Source: an optimization exercise on an open RTL-to-GDS flow (aim: small area and a short achievable clock period). Production flows keep margins and buffers that such runs may drop. RTL that was checked went through simulation tests only; none was proved equivalent to the original. Power figures rest on the tool's default switching activity, not on a simulated workload.

==> inputs of run a <==
// final_top
module final_top (clk,reset,data1,data2,data3,data4,data5,data6,data7,data8,data9,data10,data11,data12,data13,data14,data15,data16,wr1,wr2,wr3,wr4,wr5,wr6,wr7,wr8,wr9,wr10,wr11,wr12,wr13,wr14,wr15,wr16,datao1,datao2,datao3,datao4,datao5,datao6,datao7,datao8,datao9,datao10,datao11,datao12,datao13,datao14,datao15,datao16);
==> module final_top, before the edit <==
module final_top (clk,reset,data1,data2,data3,data4,data5,data6,data7,data8,data9,data10,data11,data12,data13,data14,data15,data16,wr1,wr2,wr3,wr4,wr5,wr6,wr7,wr8,wr9,wr10,wr11,wr12,wr13,wr14,wr15,wr16,datao1,datao2,datao3,datao4,datao5,datao6,datao7,datao8,datao9,datao10,datao11,datao12,datao13,datao14,datao15,datao16);
input clk, reset;
input [7:0] data1,data2,data3,data4,data5,data6,data7,data8,data9,data10,data11,data12,data13,data14,data15,data16;
input wr1,wr2,wr3,wr4,wr5,wr6,wr7,wr8,wr9,wr10,wr11,wr12,wr13,wr14,wr15,wr16;
output [7:0] datao1,datao2,datao3,datao4,datao5,datao6,datao7,datao8,datao9,datao10,datao11,datao12,datao13,datao14,datao15,datao16;
wire [127:0] din = {data16,data15,data14,data13,data12,data11,data10,data9,data8,data7,data6,data5,data4,data3,data2,data1};
wire [15:0] wrv = {wr16,wr15,wr14,wr13,wr12,wr11,wr10,wr9,wr8,wr7,wr6,wr5,wr4,wr3,wr2,wr1};
wire [127:0] dout;
assign datao1 = dout[7:0];
assign datao2 = dout[15:8];
assign datao3 = dout[23:16];
assign datao4 = dout[31:24];
assign datao5 = dout[39:32];
assign datao6 = dout[47:40];
assign datao7 = dout[55:48];
assign datao8 = dout[63:56];
assign datao9 = dout[71:64];
assign datao10 = dout[79:72];
assign datao11 = dout[87:80];
assign datao12 = dout[95:88];
assign datao13 = dout[103:96];
assign datao14 = dout[111:104];
assign datao15 = dout[119:112];
assign datao16 = dout[127:120];
reg [3:0] c;
always @(posedge clk or negedge reset)
  if (!reset) c <= 4'd0;
  else        c <= c + 4'd1;
wire [143:0] g;      
genvar j;
generate for (j = 0; j < 16; j = j + 1) begin : q
  reg  [7:0] e [0:6];
  reg  [2:0] n;
  reg        pop;
  wire [7:0] d  = din[8*j+7:8*j];
  wire       w  = wrv[j];
  wire [2:0] m  = n - {2'd0, pop};    
  wire [7:0] en [0:6];                
  genvar k;
  for (k = 0; k < 7; k = k + 1) begin : s
    wire ld = (m == k);
    wire sh = pop & ~ld;
    wire hd = ~pop & ~ld;
    wire [7:0] nx = (k == 6) ? d : e[(k + 1) % 7];
    assign en[k] = ({8{ld}} & d) | ({8{sh}} & nx) | ({8{hd}} & e[k]);
    always @(posedge clk)
      e[k] <= en[k];
  end
  wire       byp = (m == 3'd0);
  wire [7:0] hn  = en[0];             
  wire [3:0] want = c + 4'd1 - j;
  wire       mn  = (~byp | w) & (hn[3:0] == want);
  assign g[9*j+8:9*j] = {mn, hn};
  always @(posedge clk or negedge reset)
    if (!reset) begin
      n <= 3'd0; pop <= 1'b0;
    end else begin
      n   <= m + {2'd0, w};
      pop <= mn;
    end
end endgenerate
wire [79:0] z0, z1, z2, z3, z4;
genvar o;
generate for (o = 0; o < 16; o = o + 1) begin : r
  assign z0[5*o+4:5*o] = {g[9*((17 - o) % 16)+8:9*((17 - o) % 16)+4]};
  assign z1[5*o+4:5*o] = c[0] ? z0[5*((o + 15) % 16)+4:5*((o + 15) % 16)] : z0[5*o+4:5*o];
  assign z2[5*o+4:5*o] = c[1] ? z1[5*((o + 14) % 16)+4:5*((o + 14) % 16)] : z1[5*o+4:5*o];
  assign z3[5*o+4:5*o] = c[2] ? z2[5*((o + 12) % 16)+4:5*((o + 12) % 16)] : z2[5*o+4:5*o];
  assign z4[5*o+4:5*o] = c[3] ? z3[5*((o + 8) % 16)+4:5*((o + 8) % 16)] : z3[5*o+4:5*o];
  reg       mt;      
  reg [3:0] hi;      
  always @(posedge clk or negedge reset)
    if (!reset) begin
      mt <= 1'b0; hi <= 4'd0;
    end else begin
      mt <= z4[5*o+4];
      hi <= z4[5*o+3:5*o] & {4{z4[5*o+4]}};
    end
  assign dout[8*o+7:8*o] = {hi, o[3] & mt, o[2] & mt, o[1] & mt, o[0] & mt};
end endgenerate
endmodule
export LEC_CHECK = 0
export ABC_AREA = 1
export CAP_MARGIN = 40
export CORE_MARGIN = 2
export CORE_UTILIZATION = 40
export SLEW_MARGIN = 30
create_clock -name core_clock -period 11.0 [get_ports {clk}]
standard.sh (not shown) runs the stock make flow with config.mk's settings and CLKGATE_MAP_FILE= SYNTH_SCRIPT=/design/flow/synth_recipe.tcl, a recipe that flattens the netlist after the stock synthesis.
==> flow/flow/run.sh <==
#!/bin/bash
# Standard synthesis, then the standard layout steps with a larger setup
# repair margin so that repair_timing works towards a shorter period.
set -e
cp standard.sh synth_recipe.tcl config.mk constraint.sdc flow/ 2>/dev/null || true
bash standard.sh synth > synth.log 2>&1
export SETUP_SLACK_MARGIN=${MARGIN:-7.5}
bash standard.sh finish > layout.log 2>&1
==> flow/flow/synth_recipe.tcl <==
proc synth {args} { yosys synth -nofsm -noshare {*}$args }
source $::env(SCRIPTS_DIR)/synth.tcl
# left out here: clear keep_hierarchy, flatten, clean up, hide names made inside functions, write 1_2_yosys.v
==> flow/flow/config.mk <==
export PLATFORM = sky130hd
export DESIGN_NAME = final_top
export DESIGN_NICKNAME = bench
export VERILOG_FILES = /design/flow/design.v
export SDC_FILE = /design/flow/constraint.sdc
export NUM_CORES = 4
export LEC_CHECK = 0
export ABC_AREA = 1
export CAP_MARGIN = 40
export CORE_MARGIN = 2
export CORE_UTILIZATION = 40
export SLEW_MARGIN = 30
==> flow/flow/constraint.sdc <==
create_clock -name core_clock -period 11.0 [get_ports {clk}]
set_input_delay 2.2000 -clock core_clock [delete_from_list [all_inputs] [get_ports {clk}]]
set_output_delay 2.2000 -clock core_clock [all_outputs]
set_load 0.01 [all_outputs]
==> flow/flow/standard.sh <==
#!/bin/bash
# The standard flow's own layout of this design, on the ORFS make targets given (by default finish). After
# finish it leaves the final layout's DEF at /design/flow/out/final.def.
set -euo pipefail
make -C /OpenROAD-flow-scripts/flow DESIGN_CONFIG=/design/flow/config.mk WORK_HOME=/design/flow/orfs CLKGATE_MAP_FILE= SYNTH_SCRIPT=/design/flow/synth_recipe.tcl ABC_AREA=1 CAP_MARGIN=40 CORE_MARGIN=2 CORE_UTILIZATION=40 SLEW_MARGIN=30 "${@:-finish}"
if [[ -f /design/flow/orfs/results/sky130hd/final_top/base/6_final.odb ]]; then
  : # left out here: write the final layout as DEF
fi
==> run b: changes against run a <==
--- a/flow/design.v
+++ b/flow/design.v
@@ -67,15 +67,26 @@
   assign z2[5*o+4:5*o] = c[1] ? z1[5*((o + 14) % 16)+4:5*((o + 14) % 16)] : z1[5*o+4:5*o];
   assign z3[5*o+4:5*o] = c[2] ? z2[5*((o + 12) % 16)+4:5*((o + 12) % 16)] : z2[5*o+4:5*o];
   assign z4[5*o+4:5*o] = c[3] ? z3[5*((o + 8) % 16)+4:5*((o + 8) % 16)] : z3[5*o+4:5*o];
-  reg       mt;      
   reg [3:0] hi;      
   always @(posedge clk or negedge reset)
-    if (!reset) begin
-      mt <= 1'b0; hi <= 4'd0;
-    end else begin
-      mt <= z4[5*o+4];
-      hi <= z4[5*o+3:5*o] & {4{z4[5*o+4]}};
+    if (!reset) hi <= 4'd0;
+    else        hi <= z4[5*o+3:5*o] & {4{z4[5*o+4]}};
+  assign dout[8*o+7:8*o+4] = hi;
+  genvar b;
+  for (b = 0; b < 4; b = b + 1) begin : lo
+    if (o & (1 << b)) begin : one
+      obit f (.clk(clk), .reset(reset), .d(z4[5*o+4]), .q(dout[8*o+b]));
+    end else begin : zero
+      assign dout[8*o+b] = 1'b0;
     end
-  assign dout[8*o+7:8*o] = {hi, o[3] & mt, o[2] & mt, o[1] & mt, o[0] & mt};
+  end
 end endgenerate
 endmodule
+module obit (clk, reset, d, q);
+input clk, reset, d;
+output q;
+reg q;
+always @(posedge clk or negedge reset)
+  if (!reset) q <= 1'b0;
+  else        q <= d;
+endmodule
==> flow/flow/run.sh (replaced) <==
#!/bin/bash
# Standard synthesis, then the standard layout steps with plain buffers on
# the ports and a larger setup repair margin, so that repair_timing works
# towards a shorter period than the clock's.
set -e
bash standard.sh synth > synth.log 2>&1
export SETUP_SLACK_MARGIN=${MARGIN:-7.8}
export BUFFER_PORTS_ARGS="-buffer_cell sky130_fd_sc_hd__buf_2"
bash standard.sh finish > layout.log 2>&1
--- a/flow/config.mk
+++ b/flow/config.mk
@@ -8,5 +8,8 @@
 export ABC_AREA = 1
 export CAP_MARGIN = 40
 export CORE_MARGIN = 2
-export CORE_UTILIZATION = 40
+export CORE_UTILIZATION = 60
+export CTS_CLUSTER_DIAMETER = 80
+export CTS_CLUSTER_SIZE = 24
 export SLEW_MARGIN = 30
+export SYNTH_HIERARCHICAL = 1
removed: flow/flow/synth_recipe.tcl
removed: flow/flow/config.mk
removed: flow/flow/constraint.sdc
removed: flow/flow/standard.sh
==> run c: changes against run a <==
--- a/flow/design.v
+++ b/flow/design.v
@@ -67,15 +67,26 @@
   assign z2[5*o+4:5*o] = c[1] ? z1[5*((o + 14) % 16)+4:5*((o + 14) % 16)] : z1[5*o+4:5*o];
   assign z3[5*o+4:5*o] = c[2] ? z2[5*((o + 12) % 16)+4:5*((o + 12) % 16)] : z2[5*o+4:5*o];
   assign z4[5*o+4:5*o] = c[3] ? z3[5*((o + 8) % 16)+4:5*((o + 8) % 16)] : z3[5*o+4:5*o];
-  reg       mt;      
   reg [3:0] hi;      
   always @(posedge clk or negedge reset)
-    if (!reset) begin
-      mt <= 1'b0; hi <= 4'd0;
-    end else begin
-      mt <= z4[5*o+4];
-      hi <= z4[5*o+3:5*o] & {4{z4[5*o+4]}};
+    if (!reset) hi <= 4'd0;
+    else        hi <= z4[5*o+3:5*o] & {4{z4[5*o+4]}};
+  assign dout[8*o+7:8*o+4] = hi;
+  genvar b;
+  for (b = 0; b < 4; b = b + 1) begin : lo
+    if (o & (1 << b)) begin : one
+      obit f (.clk(clk), .reset(reset), .d(z4[5*o+4]), .q(dout[8*o+b]));
+    end else begin : zero
+      assign dout[8*o+b] = 1'b0;
     end
-  assign dout[8*o+7:8*o] = {hi, o[3] & mt, o[2] & mt, o[1] & mt, o[0] & mt};
+  end
 end endgenerate
 endmodule
+module obit (clk, reset, d, q);
+input clk, reset, d;
+output q;
+reg q;
+always @(posedge clk or negedge reset)
+  if (!reset) q <= 1'b0;
+  else        q <= d;
+endmodule
==> flow/flow/run.sh (replaced) <==
#!/bin/bash
# Standard synthesis, then the standard layout steps with plain buffers on
# the ports and a larger setup repair margin, so that repair_timing works
# towards a shorter period than the clock's.
set -e
bash standard.sh synth > synth.log 2>&1
export SETUP_SLACK_MARGIN=${MARGIN:-7.5}
export BUFFER_PORTS_ARGS="-buffer_cell sky130_fd_sc_hd__buf_2"
bash standard.sh finish > layout.log 2>&1
--- a/flow/config.mk
+++ b/flow/config.mk
@@ -9,4 +9,7 @@
 export CAP_MARGIN = 40
 export CORE_MARGIN = 2
 export CORE_UTILIZATION = 40
+export CTS_CLUSTER_DIAMETER = 80
+export CTS_CLUSTER_SIZE = 24
 export SLEW_MARGIN = 30
+export SYNTH_HIERARCHICAL = 1
removed: flow/flow/synth_recipe.tcl
removed: flow/flow/config.mk
removed: flow/flow/constraint.sdc
removed: flow/flow/standard.sh
==> run d: changes against run a <==
--- a/flow/design.v
+++ b/flow/design.v
@@ -29,25 +29,21 @@
 wire [143:0] g;      
 genvar j;
 generate for (j = 0; j < 16; j = j + 1) begin : q
-  reg  [7:0] e [0:6];
   reg  [2:0] n;
   reg        pop;
   wire [7:0] d  = din[8*j+7:8*j];
   wire       w  = wrv[j];
   wire [2:0] m  = n - {2'd0, pop};    
-  wire [7:0] en [0:6];                
+  wire [6:0] ld, sh, hd;
   genvar k;
   for (k = 0; k < 7; k = k + 1) begin : s
-    wire ld = (m == k);
-    wire sh = pop & ~ld;
-    wire hd = ~pop & ~ld;
-    wire [7:0] nx = (k == 6) ? d : e[(k + 1) % 7];
-    assign en[k] = ({8{ld}} & d) | ({8{sh}} & nx) | ({8{hd}} & e[k]);
-    always @(posedge clk)
-      e[k] <= en[k];
+    assign ld[k] = (m == k);
+    assign sh[k] = pop & ~ld[k];
+    assign hd[k] = ~pop & ~ld[k];
   end
+  wire [7:0] hn;                      
+  qstore st (.clk(clk), .d(d), .ld(ld), .sh(sh), .hd(hd), .hn(hn));
   wire       byp = (m == 3'd0);
-  wire [7:0] hn  = en[0];             
   wire [3:0] want = c + 4'd1 - j;
   wire       mn  = (~byp | w) & (hn[3:0] == want);
   assign g[9*j+8:9*j] = {mn, hn};
@@ -79,3 +75,19 @@
   assign dout[8*o+7:8*o] = {hi, o[3] & mt, o[2] & mt, o[1] & mt, o[0] & mt};
 end endgenerate
 endmodule
+module qstore (clk, d, ld, sh, hd, hn);
+input clk;
+input [7:0] d;
+input [6:0] ld, sh, hd;
+output [7:0] hn;
+reg  [7:0] e [0:6];
+wire [7:0] en [0:6];
+genvar k;
+generate for (k = 0; k < 7; k = k + 1) begin : s
+  wire [7:0] nx = (k == 6) ? d : e[(k + 1) % 7];
+  assign en[k] = ({8{ld[k]}} & d) | ({8{sh[k]}} & nx) | ({8{hd[k]}} & e[k]);
+  always @(posedge clk)
+    e[k] <= en[k];
+end endgenerate
+assign hn = en[0];
+endmodule
--- a/flow/flow/config.mk
+++ b/flow/flow/config.mk
@@ -5,8 +5,10 @@
 export SDC_FILE = /design/flow/constraint.sdc
 export NUM_CORES = 4
 export LEC_CHECK = 0
-export ABC_AREA = 1
 export CAP_MARGIN = 40
 export CORE_MARGIN = 2
 export CORE_UTILIZATION = 40
+export CTS_CLUSTER_DIAMETER = 100
+export CTS_CLUSTER_SIZE = 30
 export SLEW_MARGIN = 30
+export SYNTH_HIERARCHICAL = 1
==> flow/flow/standard.sh (replaced) <==
#!/bin/bash
# The standard flow's own layout of this design, on the ORFS make targets given (by default finish). After
# finish it leaves the final layout's DEF at /design/flow/out/final.def.
set -euo pipefail
make -C /OpenROAD-flow-scripts/flow DESIGN_CONFIG=/design/flow/config.mk WORK_HOME=/design/flow/orfs CLKGATE_MAP_FILE= SYNTH_SCRIPT=/design/flow/synth_recipe.tcl CAP_MARGIN=40 CORE_MARGIN=2 CORE_UTILIZATION=40 CTS_CLUSTER_DIAMETER=100 CTS_CLUSTER_SIZE=30 SLEW_MARGIN=30 SYNTH_HIERARCHICAL=1 "${@:-finish}"
if [[ -f /design/flow/orfs/results/sky130hd/final_top/base/6_final.odb ]]; then
  : # left out here: write the final layout as DEF
fi
--- a/flow/config.mk
+++ b/flow/config.mk
@@ -5,8 +5,10 @@
 export SDC_FILE = /design/flow/constraint.sdc
 export NUM_CORES = 4
 export LEC_CHECK = 0
-export ABC_AREA = 1
 export CAP_MARGIN = 40
 export CORE_MARGIN = 2
 export CORE_UTILIZATION = 40
+export CTS_CLUSTER_DIAMETER = 100
+export CTS_CLUSTER_SIZE = 30
 export SLEW_MARGIN = 30
+export SYNTH_HIERARCHICAL = 1
==> notes <==
Run c finished with timing, DRC and antenna clean. Run d finished clean. Run b completed with no timing, DRC or antenna violations. Run a finished with timing, DRC and antenna clean.
Core utilization, highest first: run b, run a, run d, run c.
Worst setup slack: run b > run c > run a > run d.
Against run c, the via count of run b is larger by 3.6%.
Between run b and run a, the lower final cell count is in run b (gap 7.4%, measured against run a).
Against run a, the cell area of run d is lower by 8.3%.
Between run d and run a, the lower sequential share of layout area is in run a (gap 3.6 points).
Between run c and run d, the lower count of clock-buffer cells in the layout is in run d (gap 13).
Die area, highest first: run c, run a, run d, run b.
Between run a and run b, the lower critical path depth is in run b (gap 1).
Only the layout flow was run in run d; the RTL was not checked for function there.

========
==> 04-23 <==
final_top, a different RTL version from the one above (not shown whole).
==> module final_top, before the edit <==
module final_top (clk,reset,data1,data2,data3,data4,data5,data6,data7,data8,data9,data10,data11,data12,data13,data14,data15,data16,wr1,wr2,wr3,wr4,wr5,wr6,wr7,wr8,wr9,wr10,wr11,wr12,wr13,wr14,wr15,wr16,datao1,datao2,datao3,datao4,datao5,datao6,datao7,datao8,datao9,datao10,datao11,datao12,datao13,datao14,datao15,datao16);
input clk, reset;
input [7:0] data1,data2,data3,data4,data5,data6,data7,data8,data9,data10,data11,data12,data13,data14,data15,data16;
input wr1,wr2,wr3,wr4,wr5,wr6,wr7,wr8,wr9,wr10,wr11,wr12,wr13,wr14,wr15,wr16;
output [7:0] datao1,datao2,datao3,datao4,datao5,datao6,datao7,datao8,datao9,datao10,datao11,datao12,datao13,datao14,datao15,datao16;
wire [127:0] din = {data16,data15,data14,data13,data12,data11,data10,data9,data8,data7,data6,data5,data4,data3,data2,data1};
wire [15:0] wrv = {wr16,wr15,wr14,wr13,wr12,wr11,wr10,wr9,wr8,wr7,wr6,wr5,wr4,wr3,wr2,wr1};
wire [127:0] dout;
assign datao1 = dout[7:0];
assign datao2 = dout[15:8];
assign datao3 = dout[23:16];
assign datao4 = dout[31:24];
assign datao5 = dout[39:32];
assign datao6 = dout[47:40];
assign datao7 = dout[55:48];
assign datao8 = dout[63:56];
assign datao9 = dout[71:64];
assign datao10 = dout[79:72];
assign datao11 = dout[87:80];
assign datao12 = dout[95:88];
assign datao13 = dout[103:96];
assign datao14 = dout[111:104];
assign datao15 = dout[119:112];
assign datao16 = dout[127:120];
reg [3:0] c;
always @(posedge clk or negedge reset)
  if (!reset) c <= 4'd0;
  else        c <= c + 4'd1;
wire [143:0] g;      
genvar j;
generate for (j = 0; j < 16; j = j + 1) begin : q
  reg  [7:0] e [0:6];
  reg  [2:0] n;
  reg        pop;
  wire [7:0] d  = din[8*j+7:8*j];
  wire       w  = wrv[j];
  wire [2:0] m  = n - {2'd0, pop};    
  wire [7:0] en [0:6];                
  genvar k;
  for (k = 0; k < 7; k = k + 1) begin : s
    wire ld = (m <= k);
    wire sh = pop & ~ld;
    wire hd = ~pop & ~ld;
    wire [7:0] nx = (k == 6) ? d : e[(k + 1) % 7];
    assign en[k] = ({8{ld}} & d) | ({8{sh}} & nx) | ({8{hd}} & e[k]);
    always @(posedge clk)
      e[k] <= en[k];
  end
  wire       byp = (m == 3'd0);
  wire [7:0] hn  = en[0];             
  wire [3:0] want = c + 4'd1 - j;
  wire       mn  = (~byp | w) & (hn[3:0] == want);
  assign g[9*j+8:9*j] = {mn, hn};
  always @(posedge clk or negedge reset)
    if (!reset) begin
      n <= 3'd0; pop <= 1'b0;
    end else begin
      n   <= m + {2'd0, w};
      pop <= mn;
    end
end endgenerate
wire [79:0] z0, z1, z2, z3, z4;
genvar o;
generate for (o = 0; o < 16; o = o + 1) begin : r
  assign z0[5*o+4:5*o] = {g[9*((17 - o) % 16)+8:9*((17 - o) % 16)+4]};
  assign z1[5*o+4:5*o] = c[0] ? z0[5*((o + 15) % 16)+4:5*((o + 15) % 16)] : z0[5*o+4:5*o];
  assign z2[5*o+4:5*o] = c[1] ? z1[5*((o + 14) % 16)+4:5*((o + 14) % 16)] : z1[5*o+4:5*o];
  assign z3[5*o+4:5*o] = c[2] ? z2[5*((o + 12) % 16)+4:5*((o + 12) % 16)] : z2[5*o+4:5*o];
  assign z4[5*o+4:5*o] = c[3] ? z3[5*((o + 8) % 16)+4:5*((o + 8) % 16)] : z3[5*o+4:5*o];
  reg [3:0] hi;      
  always @(posedge clk or negedge reset)
    if (!reset) hi <= 4'd0;
    else        hi <= z4[5*o+3:5*o] & {4{z4[5*o+4]}};
  assign dout[8*o+7:8*o+4] = hi;
  genvar b;
  for (b = 0; b < 4; b = b + 1) begin : lo
    if (o & (1 << b)) begin : one
      obit f (.clk(clk), .reset(reset), .d(z4[5*o+4]), .q(dout[8*o+b]));
    end else begin : zero
      assign dout[8*o+b] = 1'b0;
    end
  end
end endgenerate
endmodule
==> module obit, before the edit <==
module obit (clk, reset, d, q);
input clk, reset, d;
output q;
reg q;
always @(posedge clk or negedge reset)
  if (!reset) q <= 1'b0;
  else        q <= d;
endmodule
clock: 11.0 ns
lec_check: 0
abc_area: 1
cap_margin: 40
core_margin: 2
core_utilization: 60
cts_cluster_diameter: 80
cts_cluster_size: 28
slew_margin: 30
synth_hierarchical: 1
==> flow/flow/run.sh <==
#!/bin/bash
# Standard synthesis, then the standard layout steps with plain buffers on
# the ports and a larger setup repair margin, so that repair_timing works
# towards a shorter period than the clock's.
set -e
bash standard.sh synth > synth.log 2>&1
export SETUP_SLACK_MARGIN=${MARGIN:-7.5}
export BUFFER_PORTS_ARGS="-buffer_cell sky130_fd_sc_hd__buf_2"
bash standard.sh finish > layout.log 2>&1
==> 03-04: changes against 04-23 <==
--- a/flow/design.v
+++ b/flow/design.v
@@ -29,25 +29,21 @@
 wire [143:0] g;      
 genvar j;
 generate for (j = 0; j < 16; j = j + 1) begin : q
-  reg  [7:0] e [0:6];
   reg  [2:0] n;
   reg        pop;
   wire [7:0] d  = din[8*j+7:8*j];
   wire       w  = wrv[j];
   wire [2:0] m  = n - {2'd0, pop};    
-  wire [7:0] en [0:6];                
+  wire [6:0] ld, sh, hd;
   genvar k;
   for (k = 0; k < 7; k = k + 1) begin : s
-    wire ld = (m <= k);
-    wire sh = pop & ~ld;
-    wire hd = ~pop & ~ld;
-    wire [7:0] nx = (k == 6) ? d : e[(k + 1) % 7];
-    assign en[k] = ({8{ld}} & d) | ({8{sh}} & nx) | ({8{hd}} & e[k]);
-    always @(posedge clk)
-      e[k] <= en[k];
+    assign ld[k] = (m == k);
+    assign sh[k] = pop & ~ld[k];
+    assign hd[k] = ~pop & ~ld[k];
   end
+  wire [7:0] hn;                      
+  qstore st (.clk(clk), .d(d), .ld(ld), .sh(sh), .hd(hd), .hn(hn));
   wire       byp = (m == 3'd0);
-  wire [7:0] hn  = en[0];             
   wire [3:0] want = c + 4'd1 - j;
   wire       mn  = (~byp | w) & (hn[3:0] == want);
   assign g[9*j+8:9*j] = {mn, hn};
@@ -67,26 +63,31 @@
   assign z2[5*o+4:5*o] = c[1] ? z1[5*((o + 14) % 16)+4:5*((o + 14) % 16)] : z1[5*o+4:5*o];
   assign z3[5*o+4:5*o] = c[2] ? z2[5*((o + 12) % 16)+4:5*((o + 12) % 16)] : z2[5*o+4:5*o];
   assign z4[5*o+4:5*o] = c[3] ? z3[5*((o + 8) % 16)+4:5*((o + 8) % 16)] : z3[5*o+4:5*o];
+  reg       mt;      
   reg [3:0] hi;      
   always @(posedge clk or negedge reset)
-    if (!reset) hi <= 4'd0;
-    else        hi <= z4[5*o+3:5*o] & {4{z4[5*o+4]}};
-  assign dout[8*o+7:8*o+4] = hi;
-  genvar b;
-  for (b = 0; b < 4; b = b + 1) begin : lo
-    if (o & (1 << b)) begin : one
-      obit f (.clk(clk), .reset(reset), .d(z4[5*o+4]), .q(dout[8*o+b]));
-    end else begin : zero
-      assign dout[8*o+b] = 1'b0;
+    if (!reset) begin
+      mt <= 1'b0; hi <= 4'd0;
+    end else begin
+      mt <= z4[5*o+4];
+      hi <= z4[5*o+3:5*o] & {4{z4[5*o+4]}};
     end
-  end
+  assign dout[8*o+7:8*o] = {hi, o[3] & mt, o[2] & mt, o[1] & mt, o[0] & mt};
 end endgenerate
 endmodule
-module obit (clk, reset, d, q);
-input clk, reset, d;
-output q;
-reg q;
-always @(posedge clk or negedge reset)
-  if (!reset) q <= 1'b0;
-  else        q <= d;
+module qstore (clk, d, ld, sh, hd, hn);
+input clk;
+input [7:0] d;
+input [6:0] ld, sh, hd;
+output [7:0] hn;
+reg  [7:0] e [0:6];
+wire [7:0] en [0:6];
+genvar k;
+generate for (k = 0; k < 7; k = k + 1) begin : s
+  wire [7:0] nx = (k == 6) ? d : e[(k + 1) % 7];
+  assign en[k] = ({8{ld[k]}} & d) | ({8{sh[k]}} & nx) | ({8{hd[k]}} & e[k]);
+  always @(posedge clk)
+    e[k] <= en[k];
+end endgenerate
+assign hn = en[0];
 endmodule
==> flow/flow/run.sh (replaced) <==
#!/bin/bash
# Standard synthesis, then the standard layout steps with a larger setup
# repair margin so that repair_timing works towards a shorter period.
set -e
cp standard.sh synth_recipe.tcl config.mk constraint.sdc flow/ 2>/dev/null || true
bash standard.sh synth > synth.log 2>&1
export SETUP_SLACK_MARGIN=${MARGIN:-7.5}
bash standard.sh finish > layout.log 2>&1
==> flow/flow/synth_recipe.tcl (new file) <==
proc synth {args} { yosys synth -nofsm -noshare {*}$args }
source $::env(SCRIPTS_DIR)/synth.tcl
# left out here: clear keep_hierarchy, flatten, clean up, hide names made inside functions, write 1_2_yosys.v
==> flow/flow/config.mk (new file) <==
export PLATFORM = sky130hd
export DESIGN_NAME = final_top
export DESIGN_NICKNAME = bench
export VERILOG_FILES = /design/flow/design.v
export SDC_FILE = /design/flow/constraint.sdc
export NUM_CORES = 4
export LEC_CHECK = 0
export CAP_MARGIN = 40
export CORE_MARGIN = 2
export CORE_UTILIZATION = 40
export SLEW_MARGIN = 30
export SYNTH_HIERARCHICAL = 1
==> flow/flow/constraint.sdc (new file) <==
create_clock -name core_clock -period 11.0 [get_ports {clk}]
set_input_delay 2.2000 -clock core_clock [delete_from_list [all_inputs] [get_ports {clk}]]
set_output_delay 2.2000 -clock core_clock [all_outputs]
set_load 0.01 [all_outputs]
==> flow/flow/standard.sh (new file) <==
#!/bin/bash
# The standard flow's own layout of this design, on the ORFS make targets given (by default finish). After
# finish it leaves the final layout's DEF at /design/flow/out/final.def.
set -euo pipefail
make -C /OpenROAD-flow-scripts/flow DESIGN_CONFIG=/design/flow/config.mk WORK_HOME=/design/flow/orfs CLKGATE_MAP_FILE= SYNTH_SCRIPT=/design/flow/synth_recipe.tcl CAP_MARGIN=40 CORE_MARGIN=2 CORE_UTILIZATION=40 SLEW_MARGIN=30 SYNTH_HIERARCHICAL=1 "${@:-finish}"
if [[ -f /design/flow/orfs/results/sky130hd/final_top/base/6_final.odb ]]; then
  : # left out here: write the final layout as DEF
fi
Settings changed: ABC_AREA 1 to not set, CORE_UTILIZATION 60 to 40, CTS_CLUSTER_DIAMETER 80 to not set, CTS_CLUSTER_SIZE 28 to not set.
==> 08-03: changes against 04-23 <==
--- a/flow/design.v
+++ b/flow/design.v
@@ -38,7 +38,7 @@
   wire [7:0] en [0:6];                
   genvar k;
   for (k = 0; k < 7; k = k + 1) begin : s
-    wire ld = (m <= k);
+    wire ld = (m == k);
     wire sh = pop & ~ld;
     wire hd = ~pop & ~ld;
     wire [7:0] nx = (k == 6) ? d : e[(k + 1) % 7];
@@ -67,26 +67,15 @@
   assign z2[5*o+4:5*o] = c[1] ? z1[5*((o + 14) % 16)+4:5*((o + 14) % 16)] : z1[5*o+4:5*o];
   assign z3[5*o+4:5*o] = c[2] ? z2[5*((o + 12) % 16)+4:5*((o + 12) % 16)] : z2[5*o+4:5*o];
   assign z4[5*o+4:5*o] = c[3] ? z3[5*((o + 8) % 16)+4:5*((o + 8) % 16)] : z3[5*o+4:5*o];
+  reg       mt;      
   reg [3:0] hi;      
   always @(posedge clk or negedge reset)
-    if (!reset) hi <= 4'd0;
-    else        hi <= z4[5*o+3:5*o] & {4{z4[5*o+4]}};
-  assign dout[8*o+7:8*o+4] = hi;
-  genvar b;
-  for (b = 0; b < 4; b = b + 1) begin : lo
-    if (o & (1 << b)) begin : one
-      obit f (.clk(clk), .reset(reset), .d(z4[5*o+4]), .q(dout[8*o+b]));
-    end else begin : zero
-      assign dout[8*o+b] = 1'b0;
+    if (!reset) begin
+      mt <= 1'b0; hi <= 4'd0;
+    end else begin
+      mt <= z4[5*o+4];
+      hi <= z4[5*o+3:5*o] & {4{z4[5*o+4]}};
     end
-  end
+  assign dout[8*o+7:8*o] = {hi, o[3] & mt, o[2] & mt, o[1] & mt, o[0] & mt};
 end endgenerate
 endmodule
-module obit (clk, reset, d, q);
-input clk, reset, d;
-output q;
-reg q;
-always @(posedge clk or negedge reset)
-  if (!reset) q <= 1'b0;
-  else        q <= d;
-endmodule
==> flow/flow/run.sh (replaced) <==
#!/bin/bash
# Standard synthesis, then the standard layout steps with a larger setup
# repair margin so that repair_timing works towards a shorter period.
set -e
cp standard.sh synth_recipe.tcl config.mk constraint.sdc flow/ 2>/dev/null || true
bash standard.sh synth > synth.log 2>&1
export SETUP_SLACK_MARGIN=${MARGIN:-7.5}
bash standard.sh finish > layout.log 2>&1
Settings changed: CORE_UTILIZATION 60 to 40, CTS_CLUSTER_DIAMETER 80 to not set, CTS_CLUSTER_SIZE 28 to not set, SYNTH_HIERARCHICAL 1 to not set.
==> 03-01: changes against 04-23 <==
--- a/flow/design.v
+++ b/flow/design.v
@@ -35,19 +35,17 @@
   wire [7:0] d  = din[8*j+7:8*j];
   wire       w  = wrv[j];
   wire [2:0] m  = n - {2'd0, pop};    
-  wire [7:0] en [0:6];                
   genvar k;
   for (k = 0; k < 7; k = k + 1) begin : s
-    wire ld = (m <= k);
+    wire ld = (m == k);
     wire sh = pop & ~ld;
     wire hd = ~pop & ~ld;
     wire [7:0] nx = (k == 6) ? d : e[(k + 1) % 7];
-    assign en[k] = ({8{ld}} & d) | ({8{sh}} & nx) | ({8{hd}} & e[k]);
     always @(posedge clk)
-      e[k] <= en[k];
+      e[k] <= ({8{ld}} & d) | ({8{sh}} & nx) | ({8{hd}} & e[k]);
   end
   wire       byp = (m == 3'd0);
-  wire [7:0] hn  = en[0];             
+  wire [7:0] hn  = byp ? d : (pop ? e[1] : e[0]);
   wire [3:0] want = c + 4'd1 - j;
   wire       mn  = (~byp | w) & (hn[3:0] == want);
   assign g[9*j+8:9*j] = {mn, hn};
@@ -59,34 +57,18 @@
       pop <= mn;
     end
 end endgenerate
-wire [79:0] z0, z1, z2, z3, z4;
+wire [143:0] z0, z1, z2, z3, z4;
+reg [127:0] oreg;
 genvar o;
 generate for (o = 0; o < 16; o = o + 1) begin : r
-  assign z0[5*o+4:5*o] = {g[9*((17 - o) % 16)+8:9*((17 - o) % 16)+4]};
-  assign z1[5*o+4:5*o] = c[0] ? z0[5*((o + 15) % 16)+4:5*((o + 15) % 16)] : z0[5*o+4:5*o];
-  assign z2[5*o+4:5*o] = c[1] ? z1[5*((o + 14) % 16)+4:5*((o + 14) % 16)] : z1[5*o+4:5*o];
-  assign z3[5*o+4:5*o] = c[2] ? z2[5*((o + 12) % 16)+4:5*((o + 12) % 16)] : z2[5*o+4:5*o];
-  assign z4[5*o+4:5*o] = c[3] ? z3[5*((o + 8) % 16)+4:5*((o + 8) % 16)] : z3[5*o+4:5*o];
-  reg [3:0] hi;      
+  assign z0[9*o+8:9*o] = g[9*((17 - o) % 16)+8:9*((17 - o) % 16)];
+  assign z1[9*o+8:9*o] = c[0] ? z0[9*((o + 15) % 16)+8:9*((o + 15) % 16)] : z0[9*o+8:9*o];
+  assign z2[9*o+8:9*o] = c[1] ? z1[9*((o + 14) % 16)+8:9*((o + 14) % 16)] : z1[9*o+8:9*o];
+  assign z3[9*o+8:9*o] = c[2] ? z2[9*((o + 12) % 16)+8:9*((o + 12) % 16)] : z2[9*o+8:9*o];
+  assign z4[9*o+8:9*o] = c[3] ? z3[9*((o + 8) % 16)+8:9*((o + 8) % 16)] : z3[9*o+8:9*o];
   always @(posedge clk or negedge reset)
-    if (!reset) hi <= 4'd0;
-    else        hi <= z4[5*o+3:5*o] & {4{z4[5*o+4]}};
-  assign dout[8*o+7:8*o+4] = hi;
-  genvar b;
-  for (b = 0; b < 4; b = b + 1) begin : lo
-    if (o & (1 << b)) begin : one
-      obit f (.clk(clk), .reset(reset), .d(z4[5*o+4]), .q(dout[8*o+b]));
-    end else begin : zero
-      assign dout[8*o+b] = 1'b0;
-    end
-  end
+    if (!reset) oreg[8*o+7:8*o] <= 8'd0;
+    else        oreg[8*o+7:8*o] <= z4[9*o+7:9*o] & {8{z4[9*o+8]}};
 end endgenerate
+assign dout = oreg;
 endmodule
-module obit (clk, reset, d, q);
-input clk, reset, d;
-output q;
-reg q;
-always @(posedge clk or negedge reset)
-  if (!reset) q <= 1'b0;
-  else        q <= d;
-endmodule
==> flow/run.sh (new file) <==
#!/bin/bash
# synth_recipe.tcl (not shown) runs the flow's synth.tcl, then flattens the netlist and writes it again
# the make line also repeats each setting of config.mk as NAME=value (left out here)
make -C /OpenROAD-flow-scripts/flow DESIGN_CONFIG=/design/flow/config.mk WORK_HOME=/design/flow/orfs CLKGATE_MAP_FILE= SYNTH_SCRIPT=/design/flow/synth_recipe.tcl finish
Settings changed: CORE_UTILIZATION 60 to 40, CTS_CLUSTER_DIAMETER 80 to not set, CTS_CLUSTER_SIZE 28 to not set, SYNTH_HIERARCHICAL 1 to not set.
removed: flow/flow/run.sh
removed: flow/standard.sh
==> qor summary <==
metric                                                                                      03-01      08-03      03-04      04-23
Run status                                                       no timing/DRC/antenna violations  no timing/DRC/antenna violations  no timing/DRC/antenna violations  no timing/DRC/antenna violations
Fraction of registers with async set or reset after synthesis                               0.179      0.141      0.141      0.155
Peak fanout along the critical path                                                            41          2          7          1
Global-route wire length before repair                                                  250000 um  212000 um  190000 um  202000 um
Non-filler cells in the finished layout                                                      8498       7601       5876       7096
Count of filler cells inserted in the layout                                                12398      11269      10267       6686
Seq. pwr                                                                                  6.86 mW    6.44 mW    6.67 mW    6.70 mW
GRT Resource Usage Total                                                                    0.251      0.224      0.206      0.322
Data arrival time of the worst path                                                       5.29 ns    1.39 ns    4.94 ns    1.30 ns
Signal buffers                                                                                302        368        352        279
Complex-gate fraction of the synthesized area                                               0.159      0.143      0.219      0.101
Post-synthesis share of cell area spent on full adders, half adders and majority gates     0.0167     0.0190     0.0184     0.0193
Number of flip-flops and latches                                                             1092       1043       1043       1060
CP Depth                                                                                       15          2         11          1
Cts bufs inserted                                                                             117        112        107         47
Mux contribution to synthesized area                                                      0.00789     0.0246     0.0602     0.0163
Post-detailed-route via-to-cell ratio                                                        5.40       5.26       5.85       5.68
Tmin final                                                                                4.60 ns    3.59 ns    4.36 ns    3.50 ns
Clock tree buffer count of the final layout                                                   178        179        163         69
Synth warn                                                                                     17         17          9         24
Largest net degree at the start of global routing                                              74         86         80         82
Initial antenna violation count                                                                 4          5         12         10
Die span in y                                                                              356 um     343 um     339 um     279 um
For 03-04 and 03-01, only the layout was checked, not whether the RTL still works.

-- re-timing with driven ports --
Ports are ideal in the flow. The routed layouts listed here were re-timed in OpenROAD.
Step 1 (the two cells are an assumption about what drives the block):
set clk [get_ports {clk}]
set_driving_cell -lib_cell sky130_fd_sc_hd__clkbuf_16 $clk
set_driving_cell -lib_cell sky130_fd_sc_hd__buf_2 [delete_from_list [all_inputs] $clk]
Step 2 also shifts input and output timing later by t, the mid clock arrival at the registers, as if the neighbouring blocks saw the same clock.
a / b / c = ideal / step 1 / step 2; a / b = the first two.
| run | shift t [ns] | setup WS [ns] | hold WS [ns] | worst slew at a driven data input, ns | cell pins on the clock port's net |
|---|---|---|---|---|---|
| run a | 0.759 | 7.407 / 7.334 / 6.795 | 0.456 / 0.456 / 0.456 | 0.11 | 1 |
| run b | 0.720 | 7.494 / 7.422 / 7.099 | 0.464 / 0.464 / 0.464 | 0.08 | 1 |
| run c | 0.754 | 7.464 / 7.389 / 6.865 | 0.451 / 0.451 / 0.451 | 0.13 | 1 |
| run d | 0.710 | 6.600 / 6.620 / 5.910 | 0.466 / 0.466 / 0.466 | 0.11 | 1 |
| 04-23 | 0.704 | 7.501 / 7.430 / 6.890 | 0.464 / 0.464 / 0.464 | 0.09 | 1 |
| 03-04 | 0.755 | 6.638 / 6.663 / 5.908 | 0.448 / 0.448 / 0.448 | 0.11 | 1 |
| 08-03 | 0.759 | 7.407 / 7.334 / 6.795 | 0.456 / 0.456 / 0.456 | 0.11 | 1 |
| 03-01 | 0.835 | 6.397 / 6.397 / 5.995 | 0.464 / 0.464 / 0.464 | 0.06 | 1 |
After both steps setup and hold are still met in every run listed. The setup slack of 03-04, which loses most, moves by +0.025 ns with the drivers and by -0.730 ns with both steps.
